This is an optimization exercise on Yosys and OpenROAD, whose aim is a short achievable clock period and few clock cycles, not a production implementation.
No functional check of the RTL was part of any run shown here.
Power and IR drop assume default switching activity.

--- design/flow/config.mk ---
export PLATFORM = sky130hd
export DESIGN_NAME = Mips
export DESIGN_NICKNAME = Mips
export VERILOG_FILES = /design/flow/design.v
export SDC_FILE = /design/flow/constraint.sdc
export NUM_CORES = 8
export LEC_CHECK = 0
export CAP_MARGIN = 20
export CORE_MARGIN = 2
export CORE_UTILIZATION = 40
export SLEW_MARGIN = 40
--- design/flow/constraint.sdc ---
create_clock -name core_clock -period 15.0 [get_ports {clk}]
set_input_delay 3.0000 -clock core_clock [delete_from_list [all_inputs] [get_ports {clk}]]
set_output_delay 3.0000 -clock core_clock [all_outputs]
set_load 0.01 [all_outputs]
--- design/flow/design.v ---
module Mips(
	input clk,
	input rst,
	output[31:0] imem_addr,
	input[31:0] imem_data,
	output[17:0] SRAM_ADDR,
	output[15:0] SRAM_WDATA,
	input[15:0] SRAM_RDATA,
	output SRAM_WE_N
);
localparam CIB = 4;               
localparam NCS = 1 << CIB;        
localparam CTB = 16 - CIB;        
localparam SBB = 2;               
localparam SBD = 1 << SBB;        
localparam [1:0] S_IDLE = 2'd0, S_ISSHI = 2'd1, S_CAPLO = 2'd2, S_CAPHI = 2'd3;
reg [31:0] pcf;
reg [31:0] ia_q;          
reg [15:0] btb_v;
reg [25:0] btb_tag [0:15];
reg [29:0] btb_tgt [0:15];
reg [2:0]  btb_ctr [0:15];
reg [7:0]  btb_dif [0:15];
reg [15:0] btb_xn;
reg        v2;
reg [31:0] pc2, seq2;
reg        bh2, pt2;
reg [2:0]  bc2;
reg        vS;
reg [31:0] irS, pcS, seqS;
reg [9:0]  pdS;
reg [31:0] opA_S, opB_S;
reg        srcF_S;         
reg        bWA_S, bWB_S, bW2A_S, bW2B_S;
reg        bhS, ptS;
reg [2:0]  bcS;
reg        vD;
reg [31:0] irD, pcD, seqD;
reg [9:0]  pdD;
reg        bhD, ptD;
reg [2:0]  bcD;
reg [31:0] opA_D, opB_D;
reg        srcF_D;         
reg [31:0] opA_F, opB_F;   
reg        bWA_D, bWB_D;   
reg        bW2A_D, bW2B_D;  
reg        eA_r, eB_r;     
reg [31:0] rf [1:31];
reg [31:1] rfv;           
reg        vE;
reg [31:0] A_E, B_E, T_E;
reg        aW_E, bW_E, tW_E;
reg [4:0]  rsE, rtE;
reg        uA_E, uB_E, uT_E;
reg [15:0] wE;
reg        cvE, heldMiss, specE;
reg [CTB-1:0] ctgE;
reg [31:0] cdE;
reg [4:0]  destE;
reg        weE, ldE, stE, bezE, bneE, jmpE, subE;
reg        cAdd_E, cAnd_E, cOr_E, cNor_E, cXor_E, cSll_E, cSra_E, cSrl_E;
reg        guessE, nzE;
reg [31:0] tgtE, seqE, pcE;
reg        bhE;
reg [2:0]  bcE;
reg [1:0]  mst;
reg        lbV, lbWe, lbFill, lbRdy;
reg [4:0]  lbDest;
reg [15:0] lbW;
reg [15:0] lo_cap;
reg [31:0] dataL;
localparam PFK = 15;
reg        pfV;
reg [3:0]  pfCnt;
reg [15:0] pfW, pfFA;
reg        pf_s1, pf_s2, pf_s3, pfDataV, pfCancel;
reg [15:0] pf_lo;
reg [31:0] pfData;
reg        bu_v, bu_w;
reg [3:0]  bu_i;
reg [25:0] bu_tag;
reg [29:0] bu_tgt;
reg [2:0]  bu_ctr;
reg [7:0]  bu_dif;
reg        bu_tk, bu_hit, bu_bne;
reg        weW, fillW;
reg [31:0] dataW, dataW2;
reg [4:0]  destW;
reg [15:0] waW;
reg [NCS-1:0]     cval;
reg [NCS*CTB-1:0] ctagF;
reg [NCS*32-1:0]  cdatF;
reg [15:0] sb_a [0:SBD-1];
reg [31:0] sb_d [0:SBD-1];
reg [SBB-1:0] sb_h, sb_t;
reg [SBB:0]   sb_n;
reg        sb_ph;
reg [17:0] sa;
reg [15:0] sw;
reg        swe_n;
assign imem_addr = ia_q;
assign SRAM_ADDR = sa;
assign SRAM_WDATA = sw;
assign SRAM_WE_N = swe_n;
wire [3:0]  fi = pcf[5:2];
wire        bhit = btb_v[fi] && (btb_tag[fi] == pcf[31:6]);
wire [2:0]  bctr = btb_ctr[fi];
wire        bpt = bhit && bctr[2] && !btb_xn[fi];
wire [31:0] pcf4 = pcf + 32'd4;
wire [31:0] npc = bpt ? {btb_tgt[fi], 2'b00} : pcf4;
function [9:0] predec(input [31:0] w);
	reg [5:0] op;
	begin
		op = w[31:26];
		predec[0] = (op == 6'd1) || (op == 6'd3) || (op == 6'd5) || (op == 6'd6) || (op == 6'd7) ||
		            (op == 6'd8) || (op == 6'd9) || (op == 6'd10) || (op == 6'd11) || (op == 6'd12);
		predec[1] = (op == 6'd32);
		predec[2] = (op == 6'd33);
		predec[3] = (op == 6'd36);
		predec[4] = (op == 6'd37);
		predec[5] = (op == 6'd40);
		predec[6] = (op == 6'd41);
		predec[7] = (op == 6'd42);
		predec[8] = (w[15:0] != 16'd0);
		predec[9] = (w[25:21] == w[20:16]);
	end
endfunction
wire [9:0] pdN = predec(imem_data);
wire [4:0] rsN = imem_data[25:21];
wire [4:0] rtN = imem_data[20:16];
wire [4:0] rsS = irS[25:21];
wire [4:0] rtS = irS[20:16];
wire [31:0] rfA_S = bWA_S ? dataW : bW2A_S ? dataW2 : srcF_S ? opA_F : opA_S;
wire [31:0] rfB_S = bWB_S ? dataW : bW2B_S ? dataW2 : srcF_S ? opB_F : opB_S;
wire [31:0] rdA_N = (rsN != 5'd0 && rfv[rsN]) ? rf[rsN] : 32'd0;
wire [31:0] rdB_N = (rtN != 5'd0 && rfv[rtN]) ? rf[rtN] : 32'd0;
wire bW2A_N = weW && destW == rsN && rsN != 5'd0;
wire bW2B_N = weW && destW == rtN && rtN != 5'd0;
wire [5:0] opF = imem_data[31:26];
wire isBezF = (opF == 6'd40);
wire isBneF = (opF == 6'd41);
wire stTakenF = imem_data[15] || (isBezF && rsN == 5'd0) || (isBneF && rsN != rtN);
wire shortF = (imem_data[15:7] == 9'h000) || (imem_data[15:7] == 9'h1FF);
wire rdF_fire = v2 && !pt2 && shortF && ((opF == 6'd42) ||
                ((isBezF || isBneF) && stTakenF && !bh2 && imem_data[15:0] != 16'd0));
wire [8:0]  tgtF_lo = {1'b0, seq2[9:2]} + {1'b0, imem_data[7:0]};
wire [21:0] upF = seq2[31:10];
wire [21:0] upF_p1 = upF + 22'd1;
wire [21:0] upF_m1 = upF - 22'd1;
wire [21:0] tgtF_hi = (tgtF_lo[8] && !imem_data[15]) ? upF_p1 :
                      (!tgtF_lo[8] && imem_data[15]) ? upF_m1 : upF;
wire [31:0] tgtF = {tgtF_hi, tgtF_lo[7:0], 2'b00};
wire ptF = pt2 || rdF_fire;
wire [5:0] opD = irD[31:26];
wire [4:0] rsD = irD[25:21];
wire [4:0] rtD = irD[20:16];
wire [4:0] rdD = irD[15:11];
wire [31:0] sxD = {{16{irD[15]}}, irD[15:0]};
wire isRD    = pdD[0];
wire isAddiD = pdD[1];
wire isSubiD = pdD[2];
wire isLdD   = pdD[3];
wire isStD   = pdD[4];
wire isBezD  = pdD[5];
wire isBneD  = pdD[6];
wire isJmpD  = pdD[7];
wire nzD     = pdD[8];      
wire sameD   = pdD[9];      
wire useA_D = isRD | isAddiD | isSubiD | isBezD | isBneD;    
wire useB_D = isRD | isBneD;                                 
wire [4:0] destD = isRD ? rdD : rtD;
wire weD = (isRD | isAddiD | isSubiD | isLdD) && (destD != 5'd0);
wire [31:0] tgtD = seqD + {sxD[29:0], 2'b00};
wire [31:0] rfA = bWA_D ? dataW : bW2A_D ? dataW2 : srcF_D ? opA_F : opA_D;
wire [31:0] rfB = bWB_D ? dataW : bW2B_D ? dataW2 : srcF_D ? opB_F : opB_D;
wire [17:0] ofsD = sxD[17:0] - 18'd1024;
wire [17:0] eaD = rfA[17:0] + ofsD;
wire [15:0] wD = eaD[17:2];
wire [CIB-1:0] ciD = wD[CIB-1:0];
wire hazD = (isLdD || isStD) &&
            ((vE && weE && rsD == destE) || (lbV && lbWe && rsD == lbDest));
wire [31:0] Af = aW_E ? dataW : A_E;
wire [31:0] Bf = bW_E ? dataW : B_E;
wire [31:0] Tf = tW_E ? dataW : T_E;
wire [31:0] sumE = Af + (subE ? ~Bf : Bf) + {31'd0, subE};
wire big = |Bf[31:5];
wire [4:0] sh = Bf[4:0];
wire [31:0] sllE = big ? 32'd0 : (Af << sh);
wire [31:0] srE = $signed({cSra_E & Af[31], Af}) >>> (big ? 6'd32 : {1'b0, sh});
wire [31:0] aluE = ({32{cAdd_E}} & sumE) |
                   ({32{cAnd_E}} & (Af & Bf)) |
                   ({32{cOr_E}}  & (Af | Bf)) |
                   ({32{cNor_E}} & ~(Af | Bf)) |
                   ({32{cXor_E}} & (Af ^ Bf)) |
                   ({32{cSll_E}} & sllE) |
                   ({32{cSra_E | cSrl_E}} & srE);
wire sboard = vE && lbV && lbWe &&
              ((uA_E && rsE == lbDest) || ((uB_E || uT_E) && rtE == lbDest));
wire takenE = jmpE | (bezE & (Af == 32'd0)) | (bneE & (Af != Bf));
wire mispE = vE && (bezE || bneE) && nzE && !sboard && (takenE != guessE);
wire [31:0] redirE = takenE ? tgtE : seqE;
wire ldEv = vE && ldE;
wire stEv = vE && stE;
wire [CIB-1:0] ciE = wE[CIB-1:0];
wire [CTB-1:0] ctE = wE[15:CIB];
wire chit = cvE && !heldMiss && (ctgE == ctE);
wire sb_full = (sb_n == SBD);
wire sb_empty = (sb_n == 0);
reg sbmatch;
integer k;
always @(*) begin
	sbmatch = 1'b0;
	for (k = 0; k < SBD; k = k + 1)
		if (((k - sb_h) & (SBD - 1)) < sb_n && sb_a[k] == wE) sbmatch = 1'b1;
end
wire ldMiss = ldEv && !chit;
wire ldAlloc = ldMiss && !sbmatch && (!lbV || lbRdy || mst == S_CAPHI);
wire st_wr = stEv && !sb_full && !sboard;
wire stallE = (ldMiss && !ldAlloc) || (stEv && sb_full) || sboard;
wire advE = !stallE;
wire e2w = vE && advE && weE && !ldMiss;
wire capNow = (mst == S_CAPHI);
wire lbToW = lbV && (lbRdy || capNow) && !e2w;
wire wn_we = e2w || (lbToW && lbWe);
wire [4:0] wn_dest = e2w ? destE : lbDest;
wire cbyS = st_wr && ciE == ciD;
wire fill_we = fillW || pfDataV;
wire [15:0] fill_a = fillW ? waW : pfFA;
wire [31:0] fill_d = fillW ? dataW : pfData;
wire cbyF = fill_we && fill_a[CIB-1:0] == ciD;
wire [CIB-1:0] pI = rfA[CIB+1:2] ^ sxD[CIB+1:2];
wire [CIB-1:0] gI = rfA[CIB+1:2] & sxD[CIB+1:2];
wire c2I = (rfA[1] & sxD[1]) | ((rfA[1] ^ sxD[1]) & rfA[0] & sxD[0]);
reg [NCS-1:0] selD;
reg [CIB-1:0] jv, cyI;
reg           crvR;
reg [CTB-1:0] crtR;
reg [31:0]    crdR;
integer j;
always @(*) begin
	crvR = 1'b0;
	crtR = {CTB{1'b0}};
	crdR = 32'd0;
	for (j = 0; j < NCS; j = j + 1) begin
		jv = j;
		cyI = gI | (pI & ~jv);
		selD[j] = ((pI ^ jv) == {cyI[CIB-2:0], c2I});
		crvR = crvR | (selD[j] & cval[j]);
		crtR = crtR | ({CTB{selD[j]}} & ctagF[j*CTB +: CTB]);
		crdR = crdR | ({32{selD[j]}} & cdatF[j*32 +: 32]);
	end
end
wire          crvD = cbyS | cbyF | crvR;
wire [CTB-1:0] crtD = cbyS ? ctE : cbyF ? fill_a[15:CIB] : crtR;
wire [31:0]   crdD = cbyS ? Tf : cbyF ? fill_d : crdR;
wire p_hi = (mst == S_ISSHI);
wire p_new = ldAlloc;
wire spec_go;
wire sb_go = !(p_hi || p_new || spec_go) && !sb_empty;
wire sb_deq = sb_go && sb_ph;
wire pf_free = !(p_hi || p_new || spec_go || sb_go);
reg pfSbMatch;
always @(*) begin
	pfSbMatch = 1'b0;
	for (k = 0; k < SBD; k = k + 1)
		if (((k - sb_h) & (SBD - 1)) < sb_n && sb_a[k] == pfW) pfSbMatch = 1'b1;
end
wire pf_idle = !pf_s1 && !pf_s2 && !pf_s3 && !pfDataV;
wire pf_try = pfV && pfCnt != 4'd0 && pf_idle;
wire pf_lo_go = pf_try && !pfSbMatch && pf_free;
wire pf_skip = pf_try && pfSbMatch;
wire pf_hi_go = pf_s1 && pf_free;
wire pf_kill = st_wr && wE == pfFA;      
wire sb_enq = st_wr;
reg [1:0] mst_n;
always @(*) begin
	mst_n = mst;
	case (mst)
		S_ISSHI: mst_n = S_CAPLO;
		S_CAPLO: mst_n = S_CAPHI;
		default: mst_n = S_IDLE;
	endcase
	if (ldAlloc) mst_n = specE ? S_CAPLO : S_ISSHI;
end
wire accD = !vD || (advE && !hazD);
wire fetch_ok = !rst && (accD || (!vS && !v2));
wire goD = vD && advE && !hazD && !mispE;    
wire brD = (isBezD || isBneD) && nzD;
wire bneSame = isBneD && sameD;                       
wire eA = eA_r;                  
wire eB = eB_r && isBneD;        
wire useE = (eA || eB) && !bneSame;
wire lbHazB = lbV && lbWe && (rsD == lbDest || (isBneD && rtD == lbDest));
wire eAdd = cAdd_E;
wire eLog = cAnd_E | cOr_E | cNor_E | cXor_E;
wire eLd = ldE && chit;
wire [31:0] xD = isBezD ? 32'd0 : (eA ? rfB : rfA);   
wire [31:0] bxE = subE ? ~Bf : Bf;
wire [31:0] ppE = Af ^ bxE;
wire [31:0] ggE = Af & bxE;
wire [31:0] cyE = ggE | (ppE & ~xD);
wire eqAdd = ((ppE ^ xD) == {cyE[30:0], subE});
wire [31:0] logE = ({32{cAnd_E}} & (Af & Bf)) | ({32{cOr_E}} & (Af | Bf)) |
                   ({32{cNor_E}} & ~(Af | Bf)) | ({32{cXor_E}} & (Af ^ Bf));
wire eqLog = (logE == xD);
wire eqLd = (cdE == xD);
wire eqE = eAdd ? eqAdd : eLog ? eqLog : eqLd;
wire eqR = isBezD ? (rfA == 32'd0) : (rfA == rfB);
wire eqD = bneSame | (useE ? eqE : eqR);
wire takenD = isBezD ? eqD : !eqD;
wire resD = brD && goD && !lbHazB && (!useE || eAdd || eLog || eLd);
wire rdD_fire = vD && isJmpD && !ptD;
wire mispD = resD && (takenD != ptD);
assign spec_go = vD && isLdD && !hazD && advE && !p_hi && !p_new;
wire [31:0] pcf_n = mispD ? (ptD ? seqD : tgtD) :
                    mispE ? redirE : rdD_fire ? tgtD : rdF_fire ? tgtF : fetch_ok ? npc : pcf;
integer i;
always @(posedge clk)
	ia_q <= pcf_n;
wire [4:0] rsNew = vS ? rsS : rsN;
wire [4:0] rtNew = vS ? rtS : rtN;
always @(posedge clk) begin
	if (advE) begin
		eA_r <= goD && weD && destD == rsNew;
		eB_r <= goD && weD && destD == rtNew;
	end else if (accD) begin
		eA_r <= vE && weE && destE == rsNew;
		eB_r <= vE && weE && destE == rtNew;
	end
end
always @(posedge clk or posedge rst) begin
	if (rst) begin
		pcf <= 32'd0;
		v2 <= 1'b0;
		vS <= 1'b0;
		vD <= 1'b0;
		ptD <= 1'b0;
	end else begin
		pcf <= pcf_n;
		v2 <= !mispE && !mispD && !rdD_fire && !rdF_fire && fetch_ok;
		if (mispE || mispD || rdD_fire)
			vS <= 1'b0;
		else if (accD)
			vS <= vS & v2;
		else if (v2)
			vS <= 1'b1;
		if (mispE)
			vD <= 1'b0;
		else if (accD) begin
			if (mispD || rdD_fire)
				vD <= 1'b0;
			else if (vS) begin
				vD <= 1'b1;
				ptD <= ptS;
			end else begin
				vD <= v2;
				ptD <= ptF;
			end
		end else if (rdD_fire)
			ptD <= 1'b1;
	end
end
always @(posedge clk) begin
	if (fetch_ok) begin
		pc2 <= pcf;
		seq2 <= pcf4;
		bh2 <= bhit;
		bc2 <= bctr;
		pt2 <= bpt;
	end
	opA_F <= rdA_N;
	opB_F <= rdB_N;
	opA_S <= rfA_S;
	opB_S <= rfB_S;
	if ((accD && vS) || (!accD && v2)) begin
		irS <= imem_data; pdS <= pdN; pcS <= pc2; seqS <= seq2; bhS <= bh2; bcS <= bc2; ptS <= ptF;
		srcF_S <= 1'b1;
		bWA_S <= wn_we && wn_dest == rsN;
		bWB_S <= wn_we && wn_dest == rtN;
		bW2A_S <= bW2A_N;
		bW2B_S <= bW2B_N;
	end else begin
		srcF_S <= 1'b0;
		bWA_S <= wn_we && wn_dest == rsS;
		bWB_S <= wn_we && wn_dest == rtS;
		bW2A_S <= 1'b0;
		bW2B_S <= 1'b0;
	end
	if (accD && vS) begin
		opA_D <= rfA_S;
		opB_D <= rfB_S;
		srcF_D <= 1'b0;
		bWA_D <= wn_we && wn_dest == rsS;
		bWB_D <= wn_we && wn_dest == rtS;
		bW2A_D <= 1'b0;
		bW2B_D <= 1'b0;
	end else if (accD) begin
		srcF_D <= 1'b1;
		bWA_D <= wn_we && wn_dest == rsN;
		bWB_D <= wn_we && wn_dest == rtN;
		bW2A_D <= bW2A_N;
		bW2B_D <= bW2B_N;
	end else begin
		opA_D <= rfA;
		opB_D <= rfB;
		srcF_D <= 1'b0;
		bWA_D <= wn_we && wn_dest == rsD;
		bWB_D <= wn_we && wn_dest == rtD;
		bW2A_D <= 1'b0;
		bW2B_D <= 1'b0;
	end
	if (accD) begin
		if (vS) begin
			irD <= irS; pdD <= pdS; pcD <= pcS; seqD <= seqS; bhD <= bhS; bcD <= bcS;
		end else begin
			irD <= imem_data; pdD <= pdN; pcD <= pc2; seqD <= seq2; bhD <= bh2; bcD <= bc2;
		end
	end
end
always @(posedge clk or posedge rst) begin
	if (rst)
		btb_v <= 16'd0;
	else if (bu_v && bu_w)
		btb_v[bu_i] <= 1'b1;
end
wire [7:0] bu_dif0 = btb_dif[bu_i];
wire [7:0] bu_next = {bu_dif[6:0], 1'b0} - bu_dif0;    
always @(posedge clk or posedge rst) begin
	if (rst)
		btb_xn <= 16'd0;
	else if (bu_v && bu_w)
		btb_xn[bu_i] <= bu_tk && bu_hit && bu_bne && bu_next == 8'd0 && bu_dif != bu_dif0;
end
always @(posedge clk) begin
	if (bu_v && bu_w) begin
		btb_tag[bu_i] <= bu_tag;
		btb_tgt[bu_i] <= bu_tgt;
		btb_ctr[bu_i] <= bu_ctr;
		btb_dif[bu_i] <= bu_dif;
	end
end
always @(posedge clk or posedge rst) begin
	if (rst)
		bu_v <= 1'b0;
	else
		bu_v <= vE && (bezE || bneE || jmpE) && advE;
end
always @(posedge clk) begin
	bu_i <= pcE[5:2];
	bu_tag <= pcE[31:6];
	bu_tgt <= tgtE[31:2];
	bu_w <= bhE || takenE;
	bu_dif <= Af[7:0] - Bf[7:0];
	bu_tk <= takenE;
	bu_hit <= bhE;
	bu_bne <= bneE;
	bu_ctr <= !bhE ? 3'd6 :
	          takenE ? ((bcE == 3'd7) ? 3'd7 : bcE + 3'd1) :
	                   ((bcE == 3'd0) ? 3'd0 : bcE - 3'd1);
end
always @(posedge clk or posedge rst) begin
	if (rst)
		rfv <= 31'd0;
	else if (weW)
		rfv[destW] <= 1'b1;
end
always @(posedge clk) begin
	if (weW)
		rf[destW] <= dataW;
end
always @(posedge clk or posedge rst) begin
	if (rst)
		vE <= 1'b0;
	else if (advE)
		vE <= goD;
end
always @(posedge clk) begin
	if (advE) begin
		A_E <= rfA;
		B_E <= useB_D ? rfB : sxD;
		T_E <= rfB;
		aW_E <= wn_we && wn_dest == rsD;
		bW_E <= useB_D && wn_we && wn_dest == rtD;
		tW_E <= wn_we && wn_dest == rtD;
		rsE <= rsD;
		rtE <= rtD;
		uA_E <= useA_D;
		uB_E <= useB_D;
		uT_E <= isStD;
		wE <= wD;
		specE <= spec_go;
		heldMiss <= 1'b0;
		destE <= destD;
		weE <= weD;
		ldE <= isLdD;
		stE <= isStD;
		bezE <= isBezD;
		bneE <= isBneD;
		jmpE <= isJmpD;
		subE <= (opD == 6'd3) || isSubiD;
		cAdd_E <= (opD == 6'd1) || (opD == 6'd3) || isAddiD || isSubiD;
		cAnd_E <= (opD == 6'd5);
		cOr_E <= (opD == 6'd6);
		cNor_E <= (opD == 6'd7);
		cXor_E <= (opD == 6'd8);
		cSll_E <= (opD == 6'd9) || (opD == 6'd10);
		cSra_E <= (opD == 6'd11);
		cSrl_E <= (opD == 6'd12);
		guessE <= resD ? takenD : ptD;
		nzE <= nzD;
		tgtE <= tgtD;
		seqE <= seqD;
		pcE <= pcD;
		bhE <= bhD;
		bcE <= bcD;
	end else begin
		A_E <= Af;
		B_E <= Bf;
		T_E <= Tf;
		aW_E <= wn_we && wn_dest == rsE;
		bW_E <= uB_E && wn_we && wn_dest == rtE;
		tW_E <= wn_we && wn_dest == rtE;
		specE <= 1'b0;
		heldMiss <= ldMiss;
		if (mispE) guessE <= takenE;
	end
	cvE <= crvD;
	ctgE <= crtD;
	cdE <= crdD;
end
always @(posedge clk or posedge rst) begin
	if (rst) begin
		mst <= S_IDLE;
		lbV <= 1'b0;
		lbRdy <= 1'b0;
	end else begin
		mst <= mst_n;
		if (ldAlloc) begin
			lbV <= 1'b1;
			lbRdy <= 1'b0;
		end else if (lbToW) begin
			lbV <= 1'b0;
			lbRdy <= 1'b0;
		end else if (capNow)
			lbRdy <= 1'b1;
	end
end
always @(posedge clk) begin
	if (mst == S_CAPLO) lo_cap <= SRAM_RDATA;
	if (capNow) dataL <= {SRAM_RDATA, lo_cap};
	if (ldAlloc) begin
		lbDest <= destE;
		lbWe <= weE;
		lbW <= wE;
		lbFill <= 1'b1;
	end else begin
		if (e2w && destE == lbDest) lbWe <= 1'b0;
		if (st_wr && ciE == lbW[CIB-1:0]) lbFill <= 1'b0;
	end
end
always @(posedge clk or posedge rst) begin
	if (rst) begin
		weW <= 1'b0;
		fillW <= 1'b0;
	end else begin
		weW <= wn_we;
		fillW <= lbToW && lbFill && !(st_wr && ciE == lbW[CIB-1:0]);
	end
end
always @(posedge clk) begin
	dataW <= e2w ? (ldE ? cdE : aluE) : lbRdy ? dataL : {SRAM_RDATA, lo_cap};
	destW <= wn_dest;
	dataW2 <= dataW;
	waW <= lbW;
end
always @(posedge clk or posedge rst) begin
	if (rst) begin
		pfV <= 1'b0;
		pf_s1 <= 1'b0;
		pf_s2 <= 1'b0;
		pf_s3 <= 1'b0;
		pfDataV <= 1'b0;
	end else begin
		if (ldAlloc) pfV <= 1'b1;
		pf_s1 <= pf_lo_go;
		pf_s2 <= pf_hi_go;
		pf_s3 <= pf_s2;
		if (pf_s3)
			pfDataV <= !pfCancel && !pf_kill;
		else if (!fillW || pf_kill)
			pfDataV <= 1'b0;
	end
end
always @(posedge clk) begin
	if (ldAlloc) begin
		pfW <= wE + 16'd1;
		pfCnt <= PFK;
	end else if (pf_hi_go || pf_skip) begin
		pfW <= pfW + 16'd1;
		pfCnt <= pfCnt - 4'd1;
	end
	if (pf_lo_go) begin
		pfFA <= pfW;
		pfCancel <= st_wr && wE == pfW;
	end else if (pf_kill)
		pfCancel <= 1'b1;
	if (pf_s2) pf_lo <= SRAM_RDATA;
	if (pf_s3) pfData <= {SRAM_RDATA, pf_lo};
end
always @(posedge clk or posedge rst) begin
	if (rst)
		cval <= {NCS{1'b0}};
	else begin
		if (fill_we) cval[fill_a[CIB-1:0]] <= 1'b1;
		if (sb_enq) cval[ciE] <= 1'b1;
	end
end
always @(posedge clk) begin
	for (j = 0; j < NCS; j = j + 1) begin
		if (sb_enq && ciE == j) begin
			ctagF[j*CTB +: CTB] <= ctE;
			cdatF[j*32 +: 32] <= Tf;
		end else if (fill_we && fill_a[CIB-1:0] == j) begin
			ctagF[j*CTB +: CTB] <= fill_a[15:CIB];
			cdatF[j*32 +: 32] <= fill_d;
		end
	end
end
always @(posedge clk or posedge rst) begin
	if (rst) begin
		sb_h <= {SBB{1'b0}};
		sb_t <= {SBB{1'b0}};
		sb_n <= {(SBB+1){1'b0}};
		sb_ph <= 1'b0;
		swe_n <= 1'b1;
		sa <= 18'd0;
	end else begin
		if (sb_enq) sb_t <= sb_t + 1'b1;
		if (sb_deq) sb_h <= sb_h + 1'b1;
		sb_n <= sb_n + {{SBB{1'b0}}, sb_enq} - {{SBB{1'b0}}, sb_deq};
		if (sb_go) sb_ph <= ~sb_ph;
		swe_n <= !sb_go;
		if (p_hi) sa <= {1'b0, lbW, 1'b1};
		else if (p_new) sa <= {1'b0, wE, specE};
		else if (spec_go) sa <= {1'b0, wD, 1'b0};
		else if (sb_go) sa <= {1'b0, sb_a[sb_h], sb_ph};
		else if (pf_lo_go) sa <= {1'b0, pfW, 1'b0};
		else if (pf_hi_go) sa <= {1'b0, pfFA, 1'b1};
	end
end
always @(posedge clk) begin
	if (sb_enq) begin
		sb_a[sb_t] <= wE;
		sb_d[sb_t] <= Tf;
	end
	sw <= sb_ph ? sb_d[sb_h][31:16] : sb_d[sb_h][15:0];    
end
endmodule
--- design/flow/flow/run.sh ---
#!/bin/bash
# Standard ORFS layout (the standard.sh) with two changes to timing repair:
#  - repair_timing keeps working until the setup slack reaches
#    SETUP_SLACK_MARGIN (10.6 ns below the 15 ns clock);
#  - resizing may pick any drive strength of a cell, not only one of the
#    same width (MATCH_CELL_FOOTPRINT=0; the platform default is 1).
export SETUP_SLACK_MARGIN=10.6
bash standard.sh MATCH_CELL_FOOTPRINT=0 finish > standard.log 2>&1
--- design/flow/standard.sh ---
#!/bin/bash
# synth_recipe.tcl (not shown) runs the flow's synth.tcl, then flattens the netlist and writes it again
# the make line also repeats each setting of config.mk as NAME=value (left out here)
make -C /OpenROAD-flow-scripts/flow DESIGN_CONFIG=/design/flow/config.mk WORK_HOME=/design/flow/orfs CLKGATE_MAP_FILE= SYNTH_SCRIPT=/design/flow/synth_recipe.tcl "${@:-finish}"
==> results by group, run 1 <==
Global route
  • Total grt overflow: 0
  • Global-route wire length before repair: 1050000 um
  • Number of global-route vias before repair: 131886
  • Pin count of the biggest net entering global routing: 142
  • All-Layer GR Usage: 0.293
  • Initial antenna violation count: 59

Setup path
  • CP dominant cell by count: buf_12
  • Crit path launch: eA_r$_DFFE_PP_
  • Reg-to-Reg Start: eA_r$_DFFE_PP_
  • CP required: 15.90 ns
  • Critical Path Source Type: flop
  • Critical-path cell list: buf_6, buf_4, clkbuf_16, nor2_1, a221o_1, nor2_1, fa_1, xor2_2, nand4_1, nor4_2, a21oi_1, inv_1, a21oi_4, o211ai_4, buf_12, mux2i_4, buf_12, buf_12, mux2_4
  • Crit-path max cell delay: 0.62 ns
  • Crit-path slowest cell: fa_1
  • CP max FO: 10
  • R2r endpoint: ia_q[15]$_DFF_P_
  • Reg2Reg Depth: 19
  • Crit Path Class: flop to flop
  • Reg2Reg Setup Slack: 10.00 ns
  • Crit. End Element: flop
  • Critical Path AT: 5.90 ns

Layout
  • Fin cells: 22103
  • Ratio of cells with drive above 1 in the final layout: 0.243
  • Fin nets: 15327
  • Layout area overhead: 19.2%
  • Post-route cell area: 0.238 mm2
  • Most common library cell in the layout ignoring fill and taps: edfxtp_1
  • Register area: 0.122 mm2
  • Area of the multi-input gates: 0.0770 mm2
  • Filler cell count: 42552
  • Most frequent cells in the layout: 3607 x edfxtp_1, 1431 x nor2_1, 1271 x a21oi_1, 833 x mux4_2, 749 x mux2i_1

STA
  • Setup TNS: 0 ns
  • Max Slew Vio Count: 0
  • Slew Limit Headroom: 0.355
  • Clock Skew: 0.111 ns
  • Fmax: 200 MHz
  • Unrepaired setup endpoints after global routing: yes
  • Slew at the pin with the worst max-slew slack: 0.967 ns
  • Period utilization: 0.333
  • Final setup viols: 0
  • Hold_ws: 0.340 ns
  • Tmin final: 5.00 ns
  • Final hold viol count: 0

Place
  • GP Congestion: 1.02
  • Post-Place Cells: 20692
  • Placed cell area: 0.211 mm2
  • DPL Wire Length: 457000 um
  • Input/output buffers: 115

Detailed routing
  • Drt drc: 0
  • Post-route antenna net violation count: 0
  • DR vias: 140264
  • DRT iter0 DRCs: 21096
  • Via-to-Cell Ratio: 6.35
  • Post-Route WL: 779000 um
  • Drt pass-1 iters: 8
  • Wirelength per Cell: 35.2 um

Logic synthesis
  • Syn_nets: 14801
  • Synth warnings: 1
  • Dominant synthesized flop cell: edfxtp_1
  • Number of flops mapped to enable cells by yosys: 3607
  • Sequential-to-total area share from yosys stat: 0.612
  • Register bit total from synthesis: 4258
  • Synthesized instance count: 14495
  • Distinct cells, synth: 115
  • Post-Syn Area: 0.200 mm2
  • Synth Area per Inst: 13.8 um2
  • Post-synth ARST share: 0.0362

Min path
  • WHS Path Cells: 0
  • Worst Hold Class: flop to flop
  • Hold endpoint: bu_i[1]$_DFF_P_
  • Hold path start: pcE[3]$_DFFE_PP_

Floorplanning
  • Initial core utilization: 0.401
  • Die width: 711 um
  • Die H: 711 um
  • Die area: 0.505 mm2
  • Rows: 259
  • Io pins: 117
  • Core ar.: 0.497 mm2

Power
  • Power density cells: 149 mW/mm2
  • Leakage power: 83.5 nW
  • Maximum vdd drop: 0.000128 V

Clock tree
  • Clock transition at the registers of the reported paths: 0.07 ns
  • TritonCTS clock tree: built
  • Clk buf depth: 4
  • Root Buffer: clkbuf_16
  • CTS Sinks: 4258
  • TritonCTS buffer count: 447
  • Clk latency of the worst-skew pair: 1.08 ns
  • # H-tree levels: 5

Job
  • MaxCap Viol Count: 0

Status
  • Status: complete, no violations
## cell families (layout without fill, tap and decap cells)
family / Yosys count / count (layout) / synth area share
AOI/OAI and AO/OA: 2967 / 2967 / 0.0936
adders and majority gates: 256 / 256 / 0.0175
xor gates and xnor gates: 614 / 614 / 0.0270
other: 1 / 30 / 0.0000188
and+or+nand+nor: 3039 / 3050 / 0.0695
DFF: 4258 / 4258 / 0.612
muxes: 1963 / 1963 / 0.153
buffers and inverters: 1397 / 2310 / 0.0281
## power breakdown
group | switching (mW) | leakage [nW] | internal (mW) | total [mW]
clock | 4.94 | 7.36 | 6.56 | 11.5
sequential | 1.13 | 39.0 | 14.2 | 15.3
combinational | 5.41 | 37.1 | 3.32 | 8.74
## flip-flops by register name, summed over array words and instances (netlist names), 48 cells and up
signal and cells:
btb_ctr 48, btb_tag 416, rf 992, sb_a 64, btb_dif 128, btb_tgt 480, ctagF 192, sb_d 128
cdatF 512
## repair_timing
item,in CTS,in global routing
buffers inserted,240,170
endpoints found under the setup margin,1064,383
resized for setup,1162,391
hold endpoints to repair,0,0
hold buffers,0,0
cloned,72,47
pin swaps,96,157
## cell type report
type	count	area share
Antenna cell	29	0.000305
Clock buffer	641	0.0530
Timing Repair Buffer	1125	0.0575
Sequential cell	4258	0.514
Multi-Input combinational cell	8851	0.324
Timing Repair inverter	2	0.0000946
Tap cell	6655	0.0350
Clock inverter	206	0.0105
Inverter	336	0.00572
## layer usage
| layer | track usage | part of all wire | vias to the layer above |
|---|---|---|---|
| li1 | - | - | 57161 |
| met4 | 0.135 | 0.059 | 34 |
| met3 | 0.0757 | 0.12 | 2057 |
| met2 | 0.447 | 0.44 | 9374 |
| met5 | 0 | 0.00053 | - |
| met1 | 0.394 | 0.38 | 71638 |
## stage by stage
step                      setup WS (ns)  total power, mW   util
after detailed placement           7.68             23.0  0.424
after floorplan                    9.45             19.6      -
after CTS                         10.18             35.1  0.469
after global routing               9.93             36.4  0.478
after global placement             7.19             22.9  0.422
final                             10.00             35.6  0.478
## synth_stat cells, types with 58 or more instances
cell type,n,share of area
buf_1,146,0.0027
a211oi_1,82,0.0031
xnor2_1,316,0.014
nand3_1,179,0.0045
nor3_1,147,0.0037
inv_1,324,0.0061
dfrtp_1,153,0.019
nand2b_1,72,0.0023
nor2_1,1512,0.028
a22oi_1,265,0.010
buf_2,101,0.0025
nand2_1,506,0.0095
mux2_2,264,0.015
a21o_1,85,0.0032
o31ai_1,58,0.0022
nor2b_1,74,0.0023
nor4_1,119,0.0037
xor2_1,297,0.013
ha_1,217,0.014
a221oi_1,160,0.0070
o22ai_1,106,0.0033
o211ai_1,72,0.0027
mux2i_1,853,0.043
nand4_1,142,0.0044
o21ai_0,358,0.0090
mux4_2,833,0.094
a22o_1,98,0.0043
clkbuf_1,781,0.015
edfxtp_1,3607,0.54
a21oi_1,1319,0.033
dfxtp_1,497,0.050
## worst max-delay path: cells and delay by family (launching register included)
family / cells / cell delay [ns]
multiplexers: 2 / 0.58
XOR/XNOR: 1 / 0.22
AO/OA/AOI/OAI: 4 / 0.81
flip-flops: 1 / 0.44
buffers and inverters: 7 / 1.15
adder cells (fa/ha/maj): 1 / 0.62
AND/OR/NAND/NOR: 4 / 1.03
## how the worst max path moves through the flow
stage / end / slack, ns
3_5_place_dp: pcS[13]$_DFFE_PP_ / 7.68
4_1_cts: ia_q[27]$_DFF_P_ / 10.18
2_1_floorplan: pcf[27]$_DFF_PP0_ / 9.45
5_1_grt: pcf[14]$_DFF_PP0_ / 9.93
3_3_place_gp: opB_F[24]$_SDFF_PN0_ / 7.19
6_report: ia_q[15]$_DFF_P_ / 10.00
==> inputs of run 2 (changes only) <==
==> design/flow/flow/run.sh (replaced) <==
#!/bin/bash
# Standard ORFS layout (the standard.sh), with timing repair aimed well
# below the 15 ns clock: repair_timing keeps working until the setup slack
# reaches SETUP_SLACK_MARGIN (10.6 ns below the 15 ns clock).
export SETUP_SLACK_MARGIN=10.6
bash standard.sh > standard.log 2>&1
==> run 2 against run 1 <==
  * Still clean on timing, DRC and antenna
  * Register-to-register slack worse by 0.03 ns
  * Global-route usage fell by 0.28 points
  * Cell count decreased by 0.29%
  * Clock-buffer cell count shrank 43
  * Combinational power is 0.8% higher
  * Critical endpoint is now ia_q[6]$_DFF_P_
==> results by group, run 2 <==
Setup path
  • Crit. End Element: flop (unchanged)
  • Crit-path max cell delay: 0.79 ns (was 0.62 ns)
  • Crit-path slowest cell: o21a_1 (was fa_1)
  • CP max FO: 7 (was 10)
  • Critical Path Source Type: flop (unchanged)
  • Critical-path cell list: buf_16, buf_4, mux2_2, mux2i_1, o21a_1, a21oi_1, o221ai_1, nand4b_1, nor2_4, buf_4, or3_1, o211ai_4, mux2i_4, buf_6, buf_12, buf_12, mux2i_4 (was buf_6, buf_4, clkbuf_16, nor2_1, a221o_1, nor2_1, fa_1, xor2_2, nand4_1, nor4_2, a21oi_1, inv_1, a21oi_4, o211ai_4, buf_12, mux2i_4, buf_12, buf_12, mux2_4)
  • CP required: 15.91 ns (was 15.90 ns)
  • Worst path top cell family by delay: compound AO/OA/AOI/OAI gates (was buffers and inverters)
  • Crit path buffers/inverters: 6 (was 7)
  • Reg2Reg Setup Slack: 9.97 ns (was 10.00 ns)
  • Critical Path AT: 5.94 ns (was 5.90 ns)
  • Crit Path Class: flop to flop (unchanged)

Logic synthesis
  • Synth Area in XOR/XNOR: 0.0270 (unchanged)
  • Area leader, netlist: edfxtp_1 (unchanged)
  • Sequential-to-total area share from yosys stat: 0.612 (unchanged)
  • Synth Area in Simple Gates: 0.0695 (unchanged)
  • Largest cells by area after synthesis: edfxtp_1 54%, mux4_2 9.4%, dfxtp_1 5.0% (unchanged)
  • Dominant synthesized flop cell: edfxtp_1 (unchanged)
  • Synth Area in Adders: 0.0175 (unchanged)
  • Post-synth ARST share: 0.0362 (unchanged)
  • Most frequent cell after synthesis: edfxtp_1 (unchanged)
  • Synth warnings: 1 (unchanged)
  • Post-Syn Area: 0.200 mm2 (unchanged)
  • Syn_nets: 14801 (unchanged)
  • Synth Area per Inst: 13.8 um2 (unchanged)
  • Distinct cells, synth: 115 (unchanged)
  • Top post-synthesis cells by count: 3607 x edfxtp_1, 1512 x nor2_1, 1319 x a21oi_1, 853 x mux2i_1, 833 x mux4_2 (unchanged)
  • Synthesized instance count: 14495 (unchanged)
  • Largest family of logic cells by synthesized area: multiplexers (unchanged)
  • Post-synth top area share: 0.542 (unchanged)
  • Number of flops mapped to enable cells by yosys: 3607 (unchanged)
  • Register bit total from synthesis: 4258 (unchanged)
  • Post-synthesis mux area share: 0.153 (unchanged)
  • Complex-gate fraction of the synthesized area: 0.0936 (unchanged)

Detailed routing
  • Wirelength per Cell: 34.7 um (was 35.2 um)
  • DR vias: 139462 (was 140264)
  • Post-Route WL: 764000 um (was 779000 um)
  • Drt pass-1 iters: 8 (unchanged)
  • DRT iter0 DRCs: 20460 (was 21096)
  • Post-route antenna net violation count: 0 (unchanged)
  • Drt drc: 0 (unchanged)
  • Via-to-Cell Ratio: 6.33 (was 6.35)

Floorplanning
  • Die area: 0.505 mm2 (unchanged)
  • Rows: 259 (unchanged)
  • Die H: 711 um (unchanged)
  • Die width: 711 um (unchanged)
  • Io pins: 117 (unchanged)
  • Core ar.: 0.497 mm2 (unchanged)
  • Initial core utilization: 0.401 (unchanged)

Status
  • Status: complete, no violations (unchanged)

Clock tree
  • Clk latency of the worst-skew pair: 1.10 ns (was 1.08 ns)
  • Clk buf depth: 4 (unchanged)
  • # H-tree levels: 5 (unchanged)
  • TritonCTS clock tree: built (unchanged)
  • Clock transition at the registers of the reported paths: 0.06 ns (was 0.07 ns)
  • Root Buffer: clkbuf_16 (unchanged)
  • CTS Sinks: 4258 (unchanged)
  • Cts hold-fix bufs: 0 (unchanged)
  • TritonCTS buffer count: 447 (unchanged)

Power
  • Share of power burned in the clock network: 0.326 (was 0.323)
  • Power, Total: 35.8 mW (was 35.6 mW)
  • Internal: 24.4 mW (was 24.1 mW)
  • Comb pwr share: 0.246 (about the same)
  • Sw frac: 0.320 (was 0.323)
  • Reg power frac: 0.428 (was 0.431)
  • Maximum vdd drop: 0.000143 V (was 0.000128 V)
  • Total net switching power: 11.4 mW (was 11.5 mW)
  • Leakage power: 83.4 nW (was 83.5 nW)
  • Power density cells: 150 mW/mm2 (was 149 mW/mm2)

STA
  • Tmin final: 5.03 ns (was 5.00 ns)
  • Setup TNS: 0 ns (unchanged)
  • Clock Skew: 0.171 ns (was 0.111 ns)
  • Final setup margin: 9.97 ns (was 10.00 ns)
  • Fmax: 199 MHz (was 200 MHz)
  • Slew Limit Headroom: 0.324 (was 0.355)
  • Period utilization: 0.335 (was 0.333)
  • Slew at the pin with the worst max-slew slack: 1.01 ns (was 0.967 ns)
  • Final hold viol count: 0 (unchanged)
  • Hold_ws: 0.324 ns (was 0.340 ns)
  • Final setup viols: 0 (unchanged)
  • Max Slew Vio Count: 0 (unchanged)
  • Unrepaired setup endpoints after global routing: yes (unchanged)

Job
  • MaxCap Viol Count: 0 (unchanged)

Global route
  • Initial antenna violation count: 58 (was 59)
  • Number of global-route vias before repair: 131695 (was 131886)
  • Total grt overflow: 0 (unchanged)
  • Pin count of the biggest net entering global routing: 170 (was 142)
  • All-Layer GR Usage: 0.291 (was 0.293)
  • Global-route wire length before repair: 1040000 um (was 1050000 um)

Min path
  • Worst Hold Class: flop to flop (unchanged)

Layout
  • Ratio of cells with drive above 1 in the final layout: 0.244 (was 0.243)
  • Fin cells: 22038 (was 22103)
  • Most frequent cells in the layout: 3607 x edfxtp_1, 1413 x nor2_1, 1269 x a21oi_1, 833 x mux4_2, 745 x mux2i_1 (was 3607 x edfxtp_1, 1431 x nor2_1, 1271 x a21oi_1, 833 x mux4_2, 749 x mux2i_1)
  • Largest regs: rf: 992 flops, cdatF: 512 flops, btb_tgt: 480 flops (unchanged)
  • Top reg by flops: rf (unchanged)
  • Most common library cell in the layout ignoring fill and taps: edfxtp_1 (unchanged)
  • Layout area overhead: 19.2% (about the same)
  • Max FFs per register: 992 (unchanged)
  • Fin nets: 15262 (was 15327)

Place
  • Input/output buffers: 115 (unchanged)
  • DPL Wire Length: 451000 um (was 457000 um)
  • Post-Place Cells: 20669 (was 20692)
  • GP Congestion: 1.03 (was 1.02)
  • Place WS: 7.89 ns (was 7.68 ns)
## run 2: cell counts after synthesis
No cell type changed its count.
## run 2: metal layers
metal	GRT usage	wire, um	vias up
met5	0	234	-
met4	0.141	45800	38
li1	-	-	57060
met2	0.441	336000	9311
met1	0.389	291000	71086
met3	0.0744	91600	1967
## run 2: layout make-up
class	instances	area, um2
Tap cell	6655	8330
Inverter	336	1410
Clock inverter	247	3150
Fill cell	42672	260000
Timing Repair Buffer	1060	13000
Multi-Input combinational cell	8851	77400
Timing Repair inverter	2	13.8
Antenna cell	31	77.6
Clock buffer	598	12200
Sequential cell	4258	122000
## run 2: power by group through the flow
stage / sequential [mW] / clock, mW / combinational [mW]
floorplan: 15.1 / 0 / 4.53
global placement: 15.5 / 0 / 7.41
detailed placement: 15.5 / 0 / 7.46
CTS: 15.3 / 11.8 / 8.45
global route: 15.4 / 12.2 / 9.14
finish: 15.3 / 11.7 / 8.81
## run 2: worst register-to-register path, delay by kind of cell, from the launching register on
family / cells / cell delay [ns]
and+or+nand+nor: 3 / 0.74
muxes: 4 / 1.32
buffers and inverters: 6 / 0.93
AOI/OAI and AO/OA: 4 / 1.46
DFF: 1 / 0.49
## run 2: kinds of logic after synthesis
| kind of cell | count (synthesis) |
|---|---|
| compound gates | 2967 |
| xor+xnor | 614 |
| fa+ha+maj | 256 |
| buf+inv | 1397 |
| flops | 4258 |
| mux | 1963 |
| other cells | 1 |
| simple gates | 3039 |
## run 2: worst paths after layout
kind | from | end | depth (start not counted)
worst max-delay path | srcF_D$_SDFF_PP0_ | ia_q[6]$_DFF_P_ | 17
worst min-delay path | tgtE[28]$_DFFE_PP_ | bu_tgt[26]$_DFF_P_ | 0
worst max register to register | srcF_D$_SDFF_PP0_ | ia_q[6]$_DFF_P_ | 17
worst min register to register | tgtE[28]$_DFFE_PP_ | bu_tgt[26]$_DFF_P_ | 0
max in group asynchronous | rst | pcf[4]$_DFF_PP0_ | 4
min in group asynchronous | rst | pf_s3$_DFF_PP0_ | 2
## run 2: timing repair
item | CTS | global route
setup endpoints to repair | 1093 | 373
pin swaps | 133 | 102
hold endpoints to repair | 0 | 0
setup buffers | 286 | 94
cloned | 76 | 30
gates resized for setup | 1380 | 237
## run 2: through the flow
stage / instance area, um2 / utilization
2_1_floorplan: 201000 / -
4_1_cts: 235000 / 0.473
6_report: 238000 / 0.478
5_1_grt: 238000 / 0.478
3_3_place_gp: 210000 / 0.422
3_5_place_dp: 210000 / 0.423
==> inputs of run 3 (changes only) <==
--- a/design/flow/design.v
+++ b/design/flow/design.v
@@ -49,7 +49,6 @@
 reg [31:1] rfv;           
 reg        vE;
 reg [31:0] A_E, B_E, T_E;
-reg        aW_E, bW_E, tW_E;
 reg [4:0]  rsE, rtE;
 reg        uA_E, uB_E, uT_E;
 reg [15:0] wE;
@@ -179,9 +178,9 @@
 wire [CIB-1:0] ciD = wD[CIB-1:0];
 wire hazD = (isLdD || isStD) &&
             ((vE && weE && rsD == destE) || (lbV && lbWe && rsD == lbDest));
-wire [31:0] Af = aW_E ? dataW : A_E;
-wire [31:0] Bf = bW_E ? dataW : B_E;
-wire [31:0] Tf = tW_E ? dataW : T_E;
+wire [31:0] Af = A_E;
+wire [31:0] Bf = B_E;
+wire [31:0] Tf = T_E;
 wire [31:0] sumE = Af + (subE ? ~Bf : Bf) + {31'd0, subE};
 wire big = |Bf[31:5];
 wire [4:0] sh = Bf[4:0];
@@ -223,6 +222,7 @@
 wire lbToW = lbV && (lbRdy || capNow) && !e2w;
 wire wn_we = e2w || (lbToW && lbWe);
 wire [4:0] wn_dest = e2w ? destE : lbDest;
+wire [31:0] wn_data = e2w ? (ldE ? cdE : aluE) : lbRdy ? dataL : {SRAM_RDATA, lo_cap};
 wire cbyS = st_wr && ciE == ciD;
 wire fill_we = fillW || pfDataV;
 wire [15:0] fill_a = fillW ? waW : pfFA;
@@ -476,12 +476,9 @@
 end
 always @(posedge clk) begin
 	if (advE) begin
-		A_E <= rfA;
-		B_E <= useB_D ? rfB : sxD;
-		T_E <= rfB;
-		aW_E <= wn_we && wn_dest == rsD;
-		bW_E <= useB_D && wn_we && wn_dest == rtD;
-		tW_E <= wn_we && wn_dest == rtD;
+		A_E <= (wn_we && wn_dest == rsD) ? wn_data : rfA;
+		B_E <= !useB_D ? sxD : (wn_we && wn_dest == rtD) ? wn_data : rfB;
+		T_E <= (wn_we && wn_dest == rtD) ? wn_data : rfB;
 		rsE <= rsD;
 		rtE <= rtD;
 		uA_E <= useA_D;
@@ -514,12 +511,9 @@
 		bhE <= bhD;
 		bcE <= bcD;
 	end else begin
-		A_E <= Af;
-		B_E <= Bf;
-		T_E <= Tf;
-		aW_E <= wn_we && wn_dest == rsE;
-		bW_E <= uB_E && wn_we && wn_dest == rtE;
-		tW_E <= wn_we && wn_dest == rtE;
+		if (wn_we && wn_dest == rsE) A_E <= wn_data;
+		if (uB_E && wn_we && wn_dest == rtE) B_E <= wn_data;
+		if (wn_we && wn_dest == rtE) T_E <= wn_data;
 		specE <= 1'b0;
 		heldMiss <= ldMiss;
 		if (mispE) guessE <= takenE;
@@ -568,7 +562,7 @@
 	end
 end
 always @(posedge clk) begin
-	dataW <= e2w ? (ldE ? cdE : aluE) : lbRdy ? dataL : {SRAM_RDATA, lo_cap};
+	dataW <= wn_data;
 	destW <= wn_dest;
 	dataW2 <= dataW;
 	waW <= lbW;
==> run 3 against run 2 <==
  * Still clean on timing, DRC and antenna
  * Clock-buffer cell count is 6 higher
  * Critical path depth down 2
  * Fmax shrank 4.9%
  * Global-route usage down 0.32 points
  * Worst setup slack worse by 0.26 ns
  * Flip-flop and latch count decreased by 3
  * Core utilization about the same
  * Synthesized cell count down 1.6%
  * Critical path type unchanged
  * Critical endpoint is now ia_q[13]$_DFF_P_
  * Largest cell class unchanged
  * Largest power group unchanged
==> results by group, run 3 <==
STA
  • Slew at the pin with the worst max-slew slack: 1.03 ns (was 1.01 ns)
  • Max Slew Vio Count: 0 (unchanged)
  • Setup TNS: 0 ns (unchanged)
  • Period utilization: 0.353 (was 0.335)
  • Unrepaired setup endpoints after global routing: yes (unchanged)
  • Tmin final: 5.29 ns (was 5.03 ns)
  • Final hold viol count: 0 (unchanged)
  • Final setup margin: 9.71 ns (was 9.97 ns)
  • Hold_ws: 0.339 ns (was 0.324 ns)
  • Fmax: 189 MHz (was 199 MHz)
  • Final setup viols: 0 (unchanged)
  • Slew Limit Headroom: 0.312 (was 0.324)
  • Clock Skew: 0.113 ns (was 0.171 ns)

Floorplanning
  • Io pins: 117 (unchanged)
  • Die H: 709 um (was 711 um)
  • Initial core utilization: 0.402 (was 0.401)
  • Die width: 709 um (was 711 um)
  • Core ar.: 0.494 mm2 (was 0.497 mm2)
  • Rows: 258 (was 259)
  • Die area: 0.503 mm2 (was 0.505 mm2)

Global route
  • Total grt overflow: 0 (unchanged)
  • Number of global-route vias before repair: 130470 (was 131695)
  • All-Layer GR Usage: 0.287 (was 0.291)
  • Global-route wire length before repair: 1030000 um (was 1040000 um)
  • Initial antenna violation count: 51 (was 58)
  • Pin count of the biggest net entering global routing: 112 (was 170)

Layout
  • Final Core Density: 0.478 (about the same)
  • Most common library cell in the layout ignoring fill and taps: edfxtp_1 (unchanged)
  • Most frequent cells in the layout: 3703 x edfxtp_1, 1237 x nor2_1, 1107 x a21oi_1, 802 x mux4_2, 713 x mux2i_1 (was 3607 x edfxtp_1, 1413 x nor2_1, 1269 x a21oi_1, 833 x mux4_2, 745 x mux2i_1)
  • Post-route cell area: 0.236 mm2 (was 0.238 mm2)
  • Fin cells: 21785 (was 22038)
  • Ratio of cells with drive above 1 in the final layout: 0.246 (was 0.244)
  • Top reg by flops: rf (unchanged)
  • Fin nets: 15043 (was 15262)
  • Filler cell count: 42295 (was 42672)
  • Max FFs per register: 992 (unchanged)
  • Layout area overhead: 18.8% (was 19.2%)
  • Area of the multi-input gates: 0.0750 mm2 (was 0.0774 mm2)
  • Register area: 0.123 mm2 (was 0.122 mm2)
  • Largest regs: rf: 992 flops, cdatF: 512 flops, btb_tgt: 480 flops (unchanged)

Clock tree
  • Root Buffer: clkbuf_16 (unchanged)
  • Clk buf depth: 4 (unchanged)
  • Clk latency of the worst-skew pair: 1.06 ns (was 1.10 ns)
  • # H-tree levels: 5 (unchanged)
  • TritonCTS clock tree: built (unchanged)
  • TritonCTS buffer count: 446 (was 447)
  • Clock transition at the registers of the reported paths: 0.06 ns (about the same)
  • CTS Sinks: 4255 (was 4258)
  • Cts hold-fix bufs: 0 (unchanged)

Setup path
  • Crit. End Element: flop (unchanged)
  • Crit-path slowest cell: a222oi_1 (was o21a_1)
  • CP max FO: 29 (was 7)
  • Reg2Reg Setup Slack: 9.71 ns (was 9.97 ns)
  • Reg2Reg Depth: 15 (was 17)
  • Critical Path Source Type: flop (unchanged)
  • Critical Path AT: 6.28 ns (was 5.94 ns)
  • Reg-to-Reg Start: A_E[26]$_DFFE_PP_ (was srcF_D$_SDFF_PP0_)
  • Crit Path Class: flop to flop (unchanged)
  • CP dominant cell by count: buf_12
  • CP required: 15.99 ns (was 15.91 ns)
  • Critical-path cell list: buf_12, clkinvlp_4, ha_1, nor4_4, nand4_1, o21a_1, nor3_4, buf_12, xnor2_1, and3_1, buf_6, nor2_1, a21o_4, a222oi_1, o31a_1 (was buf_16, buf_4, mux2_2, mux2i_1, o21a_1, a21oi_1, o221ai_1, nand4b_1, nor2_4, buf_4, or3_1, o211ai_4, mux2i_4, buf_6, buf_12, buf_12, mux2i_4)
  • Crit path launch: A_E[26]$_DFFE_PP_ (was srcF_D$_SDFF_PP0_)
  • Crit-path max cell delay: 0.69 ns (was 0.79 ns)

Detailed routing
  • Wirelength per Cell: 34.5 um (was 34.7 um)
  • DRT iter0 DRCs: 21406 (was 20460)
  • Drt pass-1 iters: 9 (was 8)
  • Drt drc: 0 (unchanged)
  • Via-to-Cell Ratio: 6.37 (was 6.33)
  • Post-Route WL: 752000 um (was 764000 um)
  • Post-route antenna net violation count: 0 (unchanged)
  • DR vias: 138724 (was 139462)

Power
  • Maximum vdd drop: 0.000139 V (was 0.000143 V)
  • Power, Total: 34.9 mW (was 35.8 mW)
  • Power density cells: 148 mW/mm2 (was 150 mW/mm2)
  • Leakage power: 83.8 nW (was 83.4 nW)

Logic synthesis
  • Number of flops mapped to enable cells by yosys: 3703 (was 3607)
  • Dominant synthesized flop cell: edfxtp_1 (unchanged)
  • Synth warnings: 1 (unchanged)
  • Sequential-to-total area share from yosys stat: 0.619 (was 0.612)
  • Register bit total from synthesis: 4255 (was 4258)
  • Post-Syn Area: 0.199 mm2 (was 0.200 mm2)
  • Post-synth top area share: 0.559 (was 0.542)
  • Synthesized instance count: 14268 (was 14495)
  • Top post-synthesis cells by count: 3703 x edfxtp_1, 1340 x nor2_1, 1155 x a21oi_1, 802 x mux4_2, 766 x clkbuf_1 (was 3607 x edfxtp_1, 1512 x nor2_1, 1319 x a21oi_1, 853 x mux2i_1, 833 x mux4_2)
  • Area leader, netlist: edfxtp_1 (unchanged)
  • Syn_nets: 14574 (was 14801)
  • Distinct cells, synth: 100 (was 115)
  • Post-synth ARST share: 0.0362 (about the same)
  • Synth Area per Inst: 13.9 um2 (was 13.8 um2)
  • Most frequent cell after synthesis: edfxtp_1 (unchanged)
  • Largest cells by area after synthesis: edfxtp_1 56%, mux4_2 9.1%, dfxtp_1 4.0% (was edfxtp_1 54%, mux4_2 9.4%, dfxtp_1 5.0%)

Min path
  • Hold path start: pcE[6]$_DFFE_PN_ (was tgtE[28]$_DFFE_PP_)
  • WHS Path Cells: 0 (unchanged)
  • Worst Hold Class: flop to flop (unchanged)

Place
  • Input/output buffers: 115 (unchanged)
  • GP Congestion: 1.02 (was 1.03)
  • Post-Place Cells: 20407 (was 20669)
  • DPL Wire Length: 443000 um (was 451000 um)
  • Placed cell area: 0.209 mm2 (was 0.210 mm2)
  • Place WS: 7.25 ns (was 7.89 ns)

Status
  • Status: complete, no violations (unchanged)

Job
  • MaxCap Viol Count: 0 (unchanged)
[run 3: changes by cell type after synthesis, moves of 41 or more]
cell,before,now
nor2_1,1512,1340
a21oi_1,1319,1155
mux2i_1,853,751
dfxtp_1,497,398
edfxtp_1,3607,3703
o21ai_0,358,417
nor2b_1,74,132
mux2_2,264,311
o22ai_1,106,152
buf_1,146,187
[run 3: final timing paths]
path / endpoint
max: ia_q[13]$_DFF_P_
min in group asynchronous: sb_h[0]$_DFFE_PP0P_
max in group asynchronous: fillW$_DFF_PP0_
min reg2reg: bu_tag[0]$_DFF_P_
max reg2reg: ia_q[13]$_DFF_P_
min: bu_tag[0]$_DFF_P_
[run 3: logic make-up (layout without fill, tap and decap cells)]
logic type | Yosys count | count (layout) | synth area share
DFF | 4255 | 4255 | 0.619
buffers and inverters | 1411 | 2265 | 0.0278
xor gates and xnor gates | 638 | 638 | 0.0281
AOI/OAI and AO/OA | 2963 | 2964 | 0.0948
and+or+nand+nor | 2875 | 2882 | 0.0663
other | 1 | 19 | 0.0000189
adders and majority gates | 256 | 256 | 0.0176
muxes | 1869 | 1876 | 0.147
[run 3: power breakdown]
part	total (mW)	switching, mW	internal [mW]
Clock	11.6	4.94	6.67
Sequential	15.6	1.23	14.3
Combinational	7.69	4.85	2.84
Total	34.9	11.0	23.8
[run 3: timing repair]
item	CTS	global route
setup endpoints to repair	1609	921
endpoints found under the hold margin	0	0
buffers inserted	270	132
pin swaps	146	130
gates cloned	75	22
resized for setup	1283	388
[run 3: per-layer routing]
metal	share of wire	wire (um)	up-vias	GRT usage
met5	0.00053	397	-	0.00163
met4	0.053	40200	38	0.124
met3	0.12	89000	2000	0.0681
met2	0.44	331000	9539	0.434
met1	0.39	291000	70933	0.397
li1	-	-	56214	-
[run 3: critical path, delay by kind of cell (launching register included)]
kind            cells  cell delay (ns)
compound gates      4             1.72
xor+xnor            1             0.15
fa+ha+maj           1             0.36
buf+inv             4             0.77
flops               1             0.38
simple gates        5             1.84
[run 3: cell type report]
class                   instances  area share
multi-input cells            8617       0.317
repair inverters                1   0.0000212
clock buffers                 604      0.0531
inverters                     338     0.00587
clock inverters               244      0.0120
repair buffers               1078      0.0547
well taps                    6630      0.0351
flip-flops and latches       4255       0.522
diodes                         18    0.000191
==> inputs of run 4 (changes only) <==
--- a/design/flow/design.v
+++ b/design/flow/design.v
@@ -294,7 +294,7 @@
 wire eAdd = cAdd_E;
 wire eLog = cAnd_E | cOr_E | cNor_E | cXor_E;
 wire eLd = ldE && chit;
-wire [31:0] xD = isBezD ? 32'd0 : (eA ? rfB : rfA);   
+wire [31:0] xD = eA ? rfB : rfA;    
 wire [31:0] bxE = subE ? ~Bf : Bf;
 wire [31:0] ppE = Af ^ bxE;
 wire [31:0] ggE = Af & bxE;
@@ -304,7 +304,10 @@
                    ({32{cNor_E}} & ~(Af | Bf)) | ({32{cXor_E}} & (Af ^ Bf));
 wire eqLog = (logE == xD);
 wire eqLd = (cdE == xD);
-wire eqE = eAdd ? eqAdd : eLog ? eqLog : eqLd;
+wire eqE_x = eAdd ? eqAdd : eLog ? eqLog : eqLd;
+wire eqAdd0 = (ppE == {ggE[30:0], subE});
+wire eqE_0 = eAdd ? eqAdd0 : eLog ? (logE == 32'd0) : (cdE == 32'd0);
+wire eqE = isBezD ? eqE_0 : eqE_x;
 wire eqR = isBezD ? (rfA == 32'd0) : (rfA == rfB);
 wire eqD = bneSame | (useE ? eqE : eqR);
 wire takenD = isBezD ? eqD : !eqD;
==> run 4 against run 3 <==
  * First-iteration DRC count fell by 0.61%
  * Still clean on timing, DRC and antenna
  * Routed wire length grew 0.47%
  * Synthesized cell count decreased by 0.50%
  * Sequential share of layout area shrank 0.19 points
  * Largest power group unchanged
  * Combinational power decreased by 7.9%
  * Die area increased by 0.46%
  * Worst setup slack improved by 0.43 ns
==> results by group, run 4 <==
Global route
  • Initial antenna violation count: 50 (was 51)
  • All-Layer GR Usage: 0.287 (about the same)
  • Pin count of the biggest net entering global routing: 66 (was 112)
  • Total grt overflow: 0 (unchanged)
  • Global-route wire length before repair: 1030000 um (about the same)
  • Number of global-route vias before repair: 130058 (was 130470)

Layout
  • Area of the multi-input gates: 0.0764 mm2 (was 0.0750 mm2)
  • Max FFs per register: 992 (unchanged)
  • Most common library cell in the layout ignoring fill and taps: edfxtp_1 (unchanged)
  • Filler cell count: 42598 (was 42295)
  • Ratio of cells with drive above 1 in the final layout: 0.249 (was 0.246)
  • Fin cells: 21752 (was 21785)
  • Top reg by flops: rf (unchanged)
  • Register area: 0.123 mm2 (about the same)
  • Final Core Density: 0.477 (was 0.478)
  • Post-route cell area: 0.237 mm2 (was 0.236 mm2)
  • Most frequent cells in the layout: 3703 x edfxtp_1, 1191 x nor2_1, 1056 x a21oi_1, 816 x mux4_2, 699 x mux2i_1 (was 3703 x edfxtp_1, 1237 x nor2_1, 1107 x a21oi_1, 802 x mux4_2, 713 x mux2i_1)
  • Fin nets: 15011 (was 15043)
  • Largest regs: rf: 992 flops, cdatF: 512 flops, btb_tgt: 480 flops (unchanged)
  • Layout area overhead: 18.8% (about the same)

Detailed routing
  • DRT iter0 DRCs: 21276 (was 21406)
  • Post-Route WL: 755000 um (was 752000 um)
  • Wirelength per Cell: 34.7 um (was 34.5 um)
  • Via-to-Cell Ratio: 6.34 (was 6.37)
  • Post-route antenna net violation count: 0 (unchanged)
  • Drt drc: 0 (unchanged)
  • Drt pass-1 iters: 8 (was 9)
  • DR vias: 137826 (was 138724)

Place
  • Post-Place Cells: 20348 (was 20407)
  • DPL Wire Length: 451000 um (was 443000 um)
  • Input/output buffers: 115 (unchanged)
  • Placed cell area: 0.210 mm2 (was 0.209 mm2)
  • Place WS: 7.65 ns (was 7.25 ns)
  • GP Congestion: 1.01 (was 1.02)

STA
  • Clock Skew: 0.142 ns (was 0.113 ns)
  • Tmin final: 4.86 ns (was 5.29 ns)
  • Fmax: 206 MHz (was 189 MHz)
  • Hold_ws: 0.319 ns (was 0.339 ns)
  • Unrepaired setup endpoints after global routing: yes (unchanged)
  • Final setup margin: 10.14 ns (was 9.71 ns)
  • Slew at the pin with the worst max-slew slack: 1.30 ns (was 1.03 ns)
  • Final hold viol count: 0 (unchanged)
  • Period utilization: 0.324 (was 0.353)
  • Setup TNS: 0 ns (unchanged)
  • Slew Limit Headroom: 0.133 (was 0.312)
  • Final setup viols: 0 (unchanged)
  • Max Slew Vio Count: 0 (unchanged)

Floorplanning
  • Rows: 259 (was 258)
  • Io pins: 117 (unchanged)
  • Die area: 0.505 mm2 (was 0.503 mm2)
  • Initial core utilization: 0.402 (about the same)
  • Die H: 711 um (was 709 um)
  • Core ar.: 0.497 mm2 (was 0.494 mm2)
  • Die width: 711 um (was 709 um)

Logic synthesis
  • Sequential-to-total area share from yosys stat: 0.616 (was 0.619)
  • Post-Syn Area: 0.200 mm2 (was 0.199 mm2)
  • Number of flops mapped to enable cells by yosys: 3703 (unchanged)
  • Top post-synthesis cells by count: 3703 x edfxtp_1, 1291 x nor2_1, 1113 x a21oi_1, 828 x clkbuf_1, 816 x mux4_2 (was 3703 x edfxtp_1, 1340 x nor2_1, 1155 x a21oi_1, 802 x mux4_2, 766 x clkbuf_1)
  • Area leader, netlist: edfxtp_1 (unchanged)
  • Register bit total from synthesis: 4255 (unchanged)
  • Most frequent cell after synthesis: edfxtp_1 (unchanged)
  • Distinct cells, synth: 114 (was 100)
  • Synth warnings: 1 (unchanged)
  • Post-synth ARST share: 0.0362 (unchanged)
  • Largest cells by area after synthesis: edfxtp_1 56%, mux4_2 9.2%, dfxtp_1 4.0% (was edfxtp_1 56%, mux4_2 9.1%, dfxtp_1 4.0%)
  • Synth Area per Inst: 14.1 um2 (was 13.9 um2)
  • Post-synth top area share: 0.557 (was 0.559)
  • Dominant synthesized flop cell: edfxtp_1 (unchanged)
  • Syn_nets: 14532 (was 14574)
  • Synthesized instance count: 14197 (was 14268)

Clock tree
  • CTS Sinks: 4255 (unchanged)
  • Clock transition at the registers of the reported paths: 0.06 ns (about the same)
  • Root Buffer: clkbuf_16 (unchanged)
  • Clk buf depth: 4 (unchanged)
  • TritonCTS buffer count: 444 (was 446)
  • Clk latency of the worst-skew pair: 1.11 ns (was 1.06 ns)
  • TritonCTS clock tree: built (unchanged)
  • # H-tree levels: 5 (unchanged)

Setup path
  • CP required: 12.00 ns (was 15.99 ns)
  • Crit Path Class: flop to primary output (was flop to flop)
  • Crit-path max cell delay: 0.64 ns (was 0.69 ns)
  • Crit. End Element: primary output (was flop)
  • Crit path buffers/inverters: 1 (was 4)
  • Critical Path AT: 1.86 ns (was 6.28 ns)
  • Critical-path cell list: buf_6 (was buf_12, clkinvlp_4, ha_1, nor4_4, nand4_1, o21a_1, nor3_4, buf_12, xnor2_1, and3_1, buf_6, nor2_1, a21o_4, a222oi_1, o31a_1)
  • Worst path top cell family by delay: flip-flops (was simple AND/OR/NAND/NOR gates)
  • CP max FO: 1 (was 29)
  • Crit-path slowest cell: dfstp_2 (was a222oi_1)
  • Critical Path Source Type: flop (unchanged)

Job
  • MaxCap Viol Count: 0 (unchanged)

Power
  • Power density cells: 142 mW/mm2 (was 148 mW/mm2)
  • Maximum vdd drop: 0.000120 V (was 0.000139 V)
  • Leakage power: 83.5 nW (was 83.8 nW)
  • Power, Total: 33.8 mW (was 34.9 mW)

Min path
  • Worst Hold Class: flop to flop (unchanged)

Status
  • Status: complete, no violations (unchanged)
-- run 4: changes by cell type after synthesis, sizes merged, moves of 25 or more --
cell    before   now
clkbuf     766   830
a211oi     120    95
nor2      1340  1293
a221oi     172   234
a22oi      285   193
a22o       110   169
o22ai      152   104
nand2      527   559
inv        337   291
a21oi     1156  1114
buf        307   264
fa          39    68
-- run 4: kinds of logic after synthesis --
logic type | after synthesis | share of synthesized area
compound gates | 2961 | 0.0970
mux | 1858 | 0.146
flops | 4255 | 0.616
simple gates | 2803 | 0.0640
xor+xnor | 637 | 0.0280
fa+ha+maj | 285 | 0.0204
buf+inv | 1397 | 0.0284
other cells | 1 | 0.0000188
-- run 4: layout make-up --
type | instances | share of cell area
Sequential cell | 4255 | 0.520
Multi-Input combinational cell | 8564 | 0.322
Timing Repair Buffer | 1108 | 0.0538
Clock buffer | 608 | 0.0525
Tap cell | 6655 | 0.0351
Clock inverter | 235 | 0.0114
Inverter | 302 | 0.00524
Antenna cell | 24 | 0.000253
Timing Repair inverter | 1 | 0.0000211
-- run 4: report_power, final --
group | switching (mW) | internal [mW]
registers | 1.16 | 14.1
logic | 4.43 | 2.65
clock network | 4.92 | 6.55
total | 10.5 | 23.3
-- run 4: final timing paths --
| check | start | end | slack [ns] | cells past startpoint |
|---|---|---|---|---|
| setup reg to reg | A_E[29]$_DFFE_PP_ | pcf[21]$_DFF_PP0_ | 10.27 | 13 |
| min in group asynchronous | rst | vD$_DFFE_PP0P_ | 2.30 | 3 |
| max in group asynchronous | rst | sb_h[1]$_DFFE_PP0P_ | 11.49 | 4 |
| hold / removal | lbW[13]$_DFFE_PP_ | waW[13]$_DFF_P_ | 0.32 | 0 |
| setup / recovery | swe_n$_DFF_PP1_ | SRAM_WE_N | 10.14 | 1 |
| hold reg to reg | lbW[13]$_DFFE_PP_ | waW[13]$_DFF_P_ | 0.32 | 0 |
-- run 4: routing by layer --
| metal | GRT usage | wire (um) | vias up |
|---|---|---|---|
| met2 | 0.435 | 334000 | 9387 |
| met5 | 0 | 139 | - |
| li1 | - | - | 56211 |
| met3 | 0.0672 | 89300 | 1903 |
| met4 | 0.136 | 43500 | 22 |
| met1 | 0.390 | 288000 | 70303 |
-- run 4: timing repair --
item / CTS / global route
pin swaps: 120 / 117
setup buffers: 259 / 178
endpoints found under the setup margin: 1271 / 902
hold buffers: 0 / 0
gates cloned: 57 / 32
gates resized for setup: 1247 / 418

Setup slack of run 4, layout unchanged: 10.140 ns with ideal ports, 10.015 ns with driving cells assumed (clock clkbuf_16, inputs buf_2), 9.156 ns with port delays also shifted by the 1.163 ns mid clock arrival.
